This is an optimization exercise on Yosys and OpenROAD, whose aim is small area, not a production implementation. In this exercise RTL edits were held to simulation tests only and were not proved equivalent to the original.

==> inputs of umber <==
==> flow/design.v <==
module Topmodule(
    input wire Clk,
    input wire Data,
    input wire Reset,
    input wire En,
    output reg Out
    );
    wire rst = Reset | ~En;
    localparam [8:0] X = 9'd9;
    reg [8:0] cnt;
    wire sat = cnt[8] & cnt[7];
    always @(posedge Clk)
        if (rst) cnt <= X;
        else if (!sat) cnt <= cnt + 1'b1;
    reg [6:0] L;
    always @(posedge Clk)
        L <= {L[5:0], Data};
    reg [53:0] r;
    wire ins0  = (cnt <= X+9'd47);
    wire in0   = Data & (cnt >= X+9'd25);
    wire ins6  = (cnt <= X+9'd22);
    wire ins30 = (cnt >= X+9'd47) && (cnt <= X+9'd70);
    wire b;
    always @(posedge Clk)
        r <= {r[52:30], ins30 ? b : r[29], r[28:6], ins6 ? Data : r[5], r[4:0], ins0 ? in0 : r[53]};
    wire l26 = Data, l25 = L[0], l24 = L[1], l23 = L[2];
    wire l22 = L[3], l21 = L[4], l20 = L[5], l19 = L[6];
    wire e3  = r[22], e2  = r[23], e1  = r[24], e0  = r[25];
    wire em1 = r[26], em2 = r[27], em3 = r[28], em4 = r[29];
    wire A25 = l25 ^ l23 ^ l22 ^ l20 ^ l19;
    wire B25 = l25 ^ l24 ^ l23 ^ l22 ^ l19;
    wire A26 = l26 ^ l24 ^ l23 ^ l21 ^ l20;
    wire B26 = l26 ^ l25 ^ l24 ^ l23 ^ l20;
    wire A3  = e3 ^ e1 ^ e0 ^ em2 ^ em3;
    wire B2  = e2 ^ e1 ^ e0 ^ em1 ^ em4;
    wire cs6 = r[30] & (cnt >= X+9'd48);
    wire cs5 = r[31] & (cnt >= X+9'd49);
    wire cs4 = r[32] & (cnt >= X+9'd50);
    wire cs2 = r[34] & (cnt >= X+9'd52);
    wire cs1 = r[35] & (cnt >= X+9'd53);
    wire o1 = cs1 ^ cs2 ^ cs4 ^ cs5;
    wire o2 = cs1 ^ cs4 ^ cs5 ^ cs6;
    wire [8:0] jj = cnt - X - 9'd47;           
    wire [4:0] u = jj[4:0];
    localparam [23:0] K1 = 24'b110000010011111100000011;
    localparam [23:0] K2 = 24'b101111000111011001110010;
    reg p1, p2;                             
    always @(*) begin
        case (u)
            5'd0, 5'd3, 5'd6, 5'd9, 5'd12, 5'd15, 5'd18, 5'd21: begin p1 = 1'b1; p2 = 1'b0; end
            5'd1, 5'd4, 5'd7, 5'd10, 5'd13, 5'd16, 5'd19, 5'd22: begin p1 = 1'b0; p2 = 1'b1; end
            default: begin p1 = 1'b0; p2 = 1'b0; end
        endcase
    end
    wire F1 = ((u == 5'd1) ? A26 : p1 ? A25 : B2) ^ K1[u];
    wire F2 = ((u == 5'd0 || u == 5'd1) ? B26 : p2 ? B25 : A3) ^ K2[u];
    assign b = (F1 ^ o1) & (F2 ^ o2);
    always @(*)
        Out = ((cnt >= X+9'd273) && (cnt <= X+9'd295) && r[8]) |
              ((cnt >= X+9'd321) && (cnt <= X+9'd344) && r[33]);
endmodule
==> flow/flow/run.sh <==
#!/bin/bash
# Standard ORFS layout with three changes:
#  - the combinational part of the standard synthesis is re-mapped for area
#    (registers, their names and cell types untouched) before floorplanning;
#  - clock tree synthesis uses small clock buffers and no dummy loads;
#  - port buffers are the smallest buffer.
# Each tool's output goes to a log file of its own in the work folder.
set -euo pipefail
W=$(pwd)
R=$W/orfs/results/$FLOW_PLATFORM/Topmodule/base
export CTS_ARGS="-sink_clustering_enable -repair_clock_nets -dont_use_dummy_load -sink_clustering_size 30 -sink_clustering_max_diameter 200 -buf_list \"sky130_fd_sc_hd__clkbuf_2 sky130_fd_sc_hd__clkbuf_4\""
export BUFFER_PORTS_ARGS="-buffer_cell sky130_fd_sc_hd__buf_1"
bash standard.sh synth > $W/flow_synth.log 2>&1
cp $R/1_2_yosys.v $W/standard_1_2_yosys.v
REMAP_NETLIST=$R/1_2_yosys.v REMAP_ABC=$W/flow/remap.abc \
  yosys -c $W/flow/remap.tcl > $W/flow_remap.log 2>&1
touch $R/1_2_yosys.v
bash standard.sh finish > $W/flow_finish.log 2>&1
==> flow/flow/remap.abc <==
strash
&get -n
&deepsyn -T 30
&put
&get -n
&st
&dch
&nf -R 1000
&put
==> flow/flow/remap.tcl <==
# Re-map the combinational logic of the standard synthesis for area.
# The registers (their instances, names and cell types) are kept as they are.
yosys -import
set lib $::env(FLOW_HOME)/platforms/sky130hd/lib/sky130_fd_sc_hd__tt_025C_1v80.lib
set net $::env(REMAP_NETLIST)
read_liberty -ignore_miss_func $lib
read_verilog $net
hierarchy -top $::env(FLOW_TOP)
blackbox sky130_fd_sc_hd__dfxtp_1
flatten
opt_clean -purge
tee -o remap_before.stat stat -liberty $lib
abc -liberty $lib -dont_use *lpflow* -dont_use *probe* -script $::env(REMAP_ABC)
opt_clean -purge
hilomap -singleton -hicell sky130_fd_sc_hd__conb_1 HI -locell sky130_fd_sc_hd__conb_1 LO
insbuf -buf sky130_fd_sc_hd__buf_4 A X
opt_clean -purge
tee -o remap_after.stat stat -liberty $lib
write_verilog -noattr -nohex -nodec $net
==> flow/standard.sh <==
#!/bin/bash
# synth_recipe.tcl (not shown) runs the flow's synth.tcl, then flattens the netlist and writes it again
# the make line also repeats each setting of config.mk as NAME=value (left out here)
make -C /OpenROAD-flow-scripts/flow DESIGN_CONFIG=/design/flow/config.mk WORK_HOME=/design/flow/orfs CLKGATE_MAP_FILE= SYNTH_SCRIPT=/design/flow/synth_recipe.tcl "${@:-finish}"
==> flow/config.mk <==
export PLATFORM = sky130hd
export DESIGN_NAME = Topmodule
export DESIGN_NICKNAME = Topmodule
export VERILOG_FILES = /design/flow/design.v
export SDC_FILE = /design/flow/constraint.sdc
export NUM_CORES = 4
export LEC_CHECK = 0
export CAP_MARGIN = 20
export CORE_MARGIN = 2
export CORE_UTILIZATION = 40
export SLEW_MARGIN = 20
==> flow/constraint.sdc <==
create_clock -name core_clock -period 12.0 [get_ports {Clk}]
set_input_delay 2.4000 -clock core_clock [delete_from_list [all_inputs] [get_ports {Clk}]]
set_output_delay 2.4000 -clock core_clock [all_outputs]
set_load 0.01 [all_outputs]
==> harbor (differences from umber) <==
==> flow/design.v (replaced) <==
module Topmodule(
    input wire Clk,
    input wire Data,
    input wire Reset,
    input wire En,
    output reg Out
    );
    wire rst = Reset | ~En;
    reg [6:0] hi;
    reg [1:0] lo;
    wire sat = (hi >= 7'd122);
    always @(posedge Clk)
        if (rst) begin
            hi <= 7'd6;
            lo <= 2'd1;
        end else if (!sat) begin
            if (lo == 2'd2) begin
                lo <= 2'd0;
                hi <= hi + 1'b1;
            end else
                lo <= lo + 1'b1;
        end
    reg [5:0] L;
    always @(posedge Clk)
        L <= {L[4:0], Data};
    reg [53:0] r;
    wire ins0  = ((hi < 7'd22) || (hi == 7'd22 && lo <= 2'd0));
    wire in0   = Data & ((hi > 7'd14) || (hi == 7'd14 && lo >= 2'd2));
    wire ins6  = ((hi < 7'd13) || (hi == 7'd13 && lo <= 2'd2));
    wire ins30 = (((hi > 7'd22) || (hi == 7'd22 && lo >= 2'd0)) && ((hi < 7'd29) || (hi == 7'd29 && lo <= 2'd2)));
    wire b;
    always @(posedge Clk)
        r <= {r[52:30], ins30 ? b : r[29], r[28:6], ins6 ? Data : r[5], r[4:0], ins0 ? in0 : r[53]};
    wire l26 = Data, l25 = L[0], l24 = L[1], l23 = L[2];
    wire l21 = L[4], l20 = L[5];
    wire e3  = r[22], e2  = r[23], e1  = r[24], e0  = r[25];
    wire em1 = r[26], em2 = r[27], em3 = r[28], em4 = r[29];
    wire A26 = l26 ^ l24 ^ l23 ^ l21 ^ l20;
    wire B26 = l26 ^ l25 ^ l24 ^ l23 ^ l20;
    reg A25, B25;
    always @(posedge Clk) begin
        A25 <= A26;
        B25 <= B26;
    end
    wire A3  = e3 ^ e1 ^ e0 ^ em2 ^ em3;
    wire B2  = e2 ^ e1 ^ e0 ^ em1 ^ em4;
    wire cs6 = r[30] & ((hi > 7'd22) || (hi == 7'd22 && lo >= 2'd1));
    wire cs5 = r[31] & ((hi > 7'd22) || (hi == 7'd22 && lo >= 2'd2));
    wire cs4 = r[32] & ((hi > 7'd23) || (hi == 7'd23 && lo >= 2'd0));
    wire cs2 = r[34] & ((hi > 7'd23) || (hi == 7'd23 && lo >= 2'd2));
    wire cs1 = r[35] & ((hi > 7'd24) || (hi == 7'd24 && lo >= 2'd0));
    wire o1 = cs1 ^ cs2 ^ cs4 ^ cs5;
    wire o2 = cs1 ^ cs4 ^ cs5 ^ cs6;
    reg K1;
    always @(*) begin
        K1 = 1'b0;
        case ({hi, lo})
            {7'd22, 2'd0}: K1 = 1'b1;
            {7'd22, 2'd1}: K1 = 1'b1;
            {7'd24, 2'd2}: K1 = 1'b1;
            {7'd25, 2'd0}: K1 = 1'b1;
            {7'd25, 2'd1}: K1 = 1'b1;
            {7'd25, 2'd2}: K1 = 1'b1;
            {7'd26, 2'd0}: K1 = 1'b1;
            {7'd26, 2'd1}: K1 = 1'b1;
            {7'd27, 2'd1}: K1 = 1'b1;
            {7'd29, 2'd1}: K1 = 1'b1;
            {7'd29, 2'd2}: K1 = 1'b1;
            default: ;
        endcase
    end
    reg K2;
    always @(*) begin
        K2 = 1'b0;
        case ({hi, lo})
            {7'd22, 2'd1}: K2 = 1'b1;
            {7'd23, 2'd1}: K2 = 1'b1;
            {7'd23, 2'd2}: K2 = 1'b1;
            {7'd24, 2'd0}: K2 = 1'b1;
            {7'd25, 2'd0}: K2 = 1'b1;
            {7'd25, 2'd1}: K2 = 1'b1;
            {7'd26, 2'd0}: K2 = 1'b1;
            {7'd26, 2'd1}: K2 = 1'b1;
            {7'd26, 2'd2}: K2 = 1'b1;
            {7'd28, 2'd0}: K2 = 1'b1;
            {7'd28, 2'd1}: K2 = 1'b1;
            {7'd28, 2'd2}: K2 = 1'b1;
            {7'd29, 2'd0}: K2 = 1'b1;
            {7'd29, 2'd2}: K2 = 1'b1;
            default: ;
        endcase
    end
    reg u0;
    always @(*) begin
        u0 = 1'b0;
        case ({hi, lo})
            {7'd22, 2'd0}: u0 = 1'b1;
            default: ;
        endcase
    end
    reg u1;
    always @(*) begin
        u1 = 1'b0;
        case ({hi, lo})
            {7'd22, 2'd1}: u1 = 1'b1;
            default: ;
        endcase
    end
    wire p1 = (lo == 2'd0);    
    wire p2 = (lo == 2'd1);    
    wire F1 = (u1 ? A26 : p1 ? A25 : B2) ^ K1;
    wire F2 = ((u0 | u1) ? B26 : p2 ? B25 : A3) ^ K2;
    assign b = (F1 ^ o1) & (F2 ^ o2);
    always @(*)
        Out = ((((hi > 7'd97) || (hi == 7'd97 && lo >= 2'd1)) && ((hi < 7'd104) || (hi == 7'd104 && lo <= 2'd2))) && r[8]) |
              ((((hi > 7'd113) || (hi == 7'd113 && lo >= 2'd1)) && ((hi < 7'd121) || (hi == 7'd121 && lo <= 2'd0))) && r[33]);
endmodule
--- a/flow/flow/run.sh
+++ b/flow/flow/run.sh
@@ -10,3 +10,3 @@
 R=$W/orfs/results/$FLOW_PLATFORM/Topmodule/base
-export CTS_ARGS="-sink_clustering_enable -repair_clock_nets -dont_use_dummy_load -sink_clustering_size 30 -sink_clustering_max_diameter 200 -buf_list \"sky130_fd_sc_hd__clkbuf_2 sky130_fd_sc_hd__clkbuf_4\""
+export CTS_ARGS="-sink_clustering_enable -repair_clock_nets -dont_use_dummy_load -sink_clustering_size 30 -sink_clustering_max_diameter 200 -buf_list sky130_fd_sc_hd__clkbuf_4"
 export BUFFER_PORTS_ARGS="-buffer_cell sky130_fd_sc_hd__buf_1"
==> tundra (differences from umber) <==
--- a/flow/design.v
+++ b/flow/design.v
@@ -8,3 +8,2 @@
     wire rst = Reset | ~En;
-    localparam [8:0] X = 9'd9;
     reg [8:0] cnt;
@@ -12,3 +11,3 @@
     always @(posedge Clk)
-        if (rst) cnt <= X;
+        if (rst) cnt <= 9'd0;
         else if (!sat) cnt <= cnt + 1'b1;
@@ -18,6 +17,6 @@
     reg [53:0] r;
-    wire ins0  = (cnt <= X+9'd47);
-    wire in0   = Data & (cnt >= X+9'd25);
-    wire ins6  = (cnt <= X+9'd22);
-    wire ins30 = (cnt >= X+9'd47) && (cnt <= X+9'd70);
+    wire ins0  = (cnt <= 9'd47);
+    wire in0   = Data & (cnt >= 9'd25);
+    wire ins6  = (cnt <= 9'd22);
+    wire ins30 = (cnt >= 9'd47) && (cnt <= 9'd70);
     wire b;
@@ -35,10 +34,10 @@
     wire B2  = e2 ^ e1 ^ e0 ^ em1 ^ em4;
-    wire cs6 = r[30] & (cnt >= X+9'd48);
-    wire cs5 = r[31] & (cnt >= X+9'd49);
-    wire cs4 = r[32] & (cnt >= X+9'd50);
-    wire cs2 = r[34] & (cnt >= X+9'd52);
-    wire cs1 = r[35] & (cnt >= X+9'd53);
+    wire cs6 = r[30] & (cnt >= 9'd48);
+    wire cs5 = r[31] & (cnt >= 9'd49);
+    wire cs4 = r[32] & (cnt >= 9'd50);
+    wire cs2 = r[34] & (cnt >= 9'd52);
+    wire cs1 = r[35] & (cnt >= 9'd53);
     wire o1 = cs1 ^ cs2 ^ cs4 ^ cs5;
     wire o2 = cs1 ^ cs4 ^ cs5 ^ cs6;
-    wire [8:0] jj = cnt - X - 9'd47;           
+    wire [8:0] jj = cnt - 9'd47;           
     wire [4:0] u = jj[4:0];
@@ -58,4 +57,4 @@
     always @(*)
-        Out = ((cnt >= X+9'd273) && (cnt <= X+9'd295) && r[8]) |
-              ((cnt >= X+9'd321) && (cnt <= X+9'd344) && r[33]);
+        Out = ((cnt >= 9'd273) && (cnt <= 9'd295) && r[8]) |
+              ((cnt >= 9'd321) && (cnt <= 9'd344) && r[33]);
 endmodule
==> flow/run.sh (new file) <==
#!/bin/bash
# synth_recipe.tcl (not shown) runs the flow's synth.tcl, then flattens the netlist and writes it again
# the make line also repeats each setting of config.mk as NAME=value (left out here)
make -C /OpenROAD-flow-scripts/flow DESIGN_CONFIG=/design/flow/config.mk WORK_HOME=/design/flow/orfs CLKGATE_MAP_FILE= SYNTH_SCRIPT=/design/flow/synth_recipe.tcl finish
removed: flow/flow/run.sh
removed: flow/flow/remap.abc
removed: flow/flow/remap.tcl
removed: flow/standard.sh
==> quartz (differences from umber) <==
--- a/flow/design.v
+++ b/flow/design.v
@@ -8,3 +8,3 @@
     wire rst = Reset | ~En;
-    localparam [8:0] X = 9'd9;
+    localparam [8:0] X = 9'd23;
     reg [8:0] cnt;
@@ -14,5 +14,5 @@
         else if (!sat) cnt <= cnt + 1'b1;
-    reg [6:0] L;
+    reg [5:0] L;
     always @(posedge Clk)
-        L <= {L[5:0], Data};
+        L <= {L[4:0], Data};
     reg [53:0] r;
@@ -26,9 +26,12 @@
     wire l26 = Data, l25 = L[0], l24 = L[1], l23 = L[2];
-    wire l22 = L[3], l21 = L[4], l20 = L[5], l19 = L[6];
+    wire l22 = L[3], l21 = L[4], l20 = L[5];
     wire e3  = r[22], e2  = r[23], e1  = r[24], e0  = r[25];
     wire em1 = r[26], em2 = r[27], em3 = r[28], em4 = r[29];
-    wire A25 = l25 ^ l23 ^ l22 ^ l20 ^ l19;
-    wire B25 = l25 ^ l24 ^ l23 ^ l22 ^ l19;
     wire A26 = l26 ^ l24 ^ l23 ^ l21 ^ l20;
     wire B26 = l26 ^ l25 ^ l24 ^ l23 ^ l20;
+    reg A25, B25;
+    always @(posedge Clk) begin
+        A25 <= A26;
+        B25 <= B26;
+    end
     wire A3  = e3 ^ e1 ^ e0 ^ em2 ^ em3;
--- a/flow/flow/run.sh
+++ b/flow/flow/run.sh
@@ -10,3 +10,3 @@
 R=$W/orfs/results/$FLOW_PLATFORM/Topmodule/base
-export CTS_ARGS="-sink_clustering_enable -repair_clock_nets -dont_use_dummy_load -sink_clustering_size 30 -sink_clustering_max_diameter 200 -buf_list \"sky130_fd_sc_hd__clkbuf_2 sky130_fd_sc_hd__clkbuf_4\""
+export CTS_ARGS="-sink_clustering_enable -repair_clock_nets -dont_use_dummy_load -sink_clustering_size 30 -sink_clustering_max_diameter 200 -buf_list sky130_fd_sc_hd__clkbuf_4"
 export BUFFER_PORTS_ARGS="-buffer_cell sky130_fd_sc_hd__buf_1"
==> results.toml <==
[layout]
stdcell_area_sq_um = 3030
finalNonFillerCells = 344
regArea_sq_um = 1400
area_growth_pct = 11.3

[pwr]
p_comb_w = 0.0000310
power_switching_w = 0.000103
clkPwrFrac = 0.448

[sta]
skew_ns = 0.00478
clock.fmax_mhz = 189
post-route-period-util = 0.441

[grt]
grt_pass1_vias = 1679

[drt]
wl_met2_mm = 2.07
detail_route.wl_per_cell_um = 13.7

[run_status]
status = "complete, no violations"

[worst_setup_path]
worstRegToRegCells = 9
worstPathCellList = "ha_1 > or4_4 > nor2_4 > or3b_2 > a21o_1 > o211ai_1 > clkdlybuf4s50_1"

[die]
die_h_um = 86.5
Source of the figures above: tundra

==> results.toml <==
[run_status]
status = "complete, no violations"

[die]
die_h_um = 75.3

[drt]
detail_route.wl_per_cell_um = 12.2
wl_met2_mm = 1.38

[pwr]
p_comb_w = 0.0000336
power_switching_w = 0.0000916

[worst_setup_path]
worstRegToRegCells = 10

[grt]
grt_pass1_vias = 1146
Source of the figures above: quartz

==> results.toml <==
[sta]
skew_ns = 0.0291
clock.fmax_mhz = 224
post-route-period-util = 0.372

[die]
io_pins = 5
die_h_um = 75.1

[grt]
grt_pass1_vias = 1163

[drt]
wl_met2_mm = 1.28

[pwr]
p_comb_w = 0.0000197
clkPwrFrac = 0.266
power_switching_w = 0.0000790

[layout]
finalNonFillerCells = 256
area_growth_pct = 8.24
stdcell_area_sq_um = 2190

[run_status]
status = "complete, no violations"
Source of the figures above: harbor

==> results.toml <==
[sta]
skew_ns = 0.0303
clock.fmax_mhz = 232

[grt]
grt_pass1_vias = 1207

[layout]
area_growth_pct = 8.16
stdcell_area_sq_um = 2250

[worst_setup_path]
worstRegToRegCells = 11

[drt]
detail_route.wl_per_cell_um = 11.6

[pwr]
clkPwrFrac = 0.260

[run_status]
status = "complete, no violations"
Source of the figures above: umber

==> port drivers added, routing unchanged <==
In the flow no input, the clock included, has a driving cell. The finished layouts below were timed again as built, in two steps. Step 1, drivers: a clkbuf_16 drives Clk and a buf_2 each remaining input, both assumed. Step 2 times the ports against the registers' clock, not the clock port: input delays grow and output delays shrink by t, the midpoint of the rising clock arrivals with the driver on. a / b / c = ideal / step 1 / step 2; a / b = the first two.
run | t (ns) | slack for setup (ns) | worst setup path after step 2 | worst register clock-pin slew, ns
umber | 0.402 | 7.685 / 7.661 / 8.063 | register to output | 0.11 / 0.11
harbor | 0.403 | 7.540 / 7.517 / 7.809 | input to register | 0.10 / 0.10
tundra | 0.364 | 6.709 / 6.681 / 7.045 | register to output | 0.07 / 0.07
quartz | 0.413 | 7.332 / 7.309 / 7.701 | input to register | 0.12 / 0.12
After both steps setup and hold are still met in every run listed.
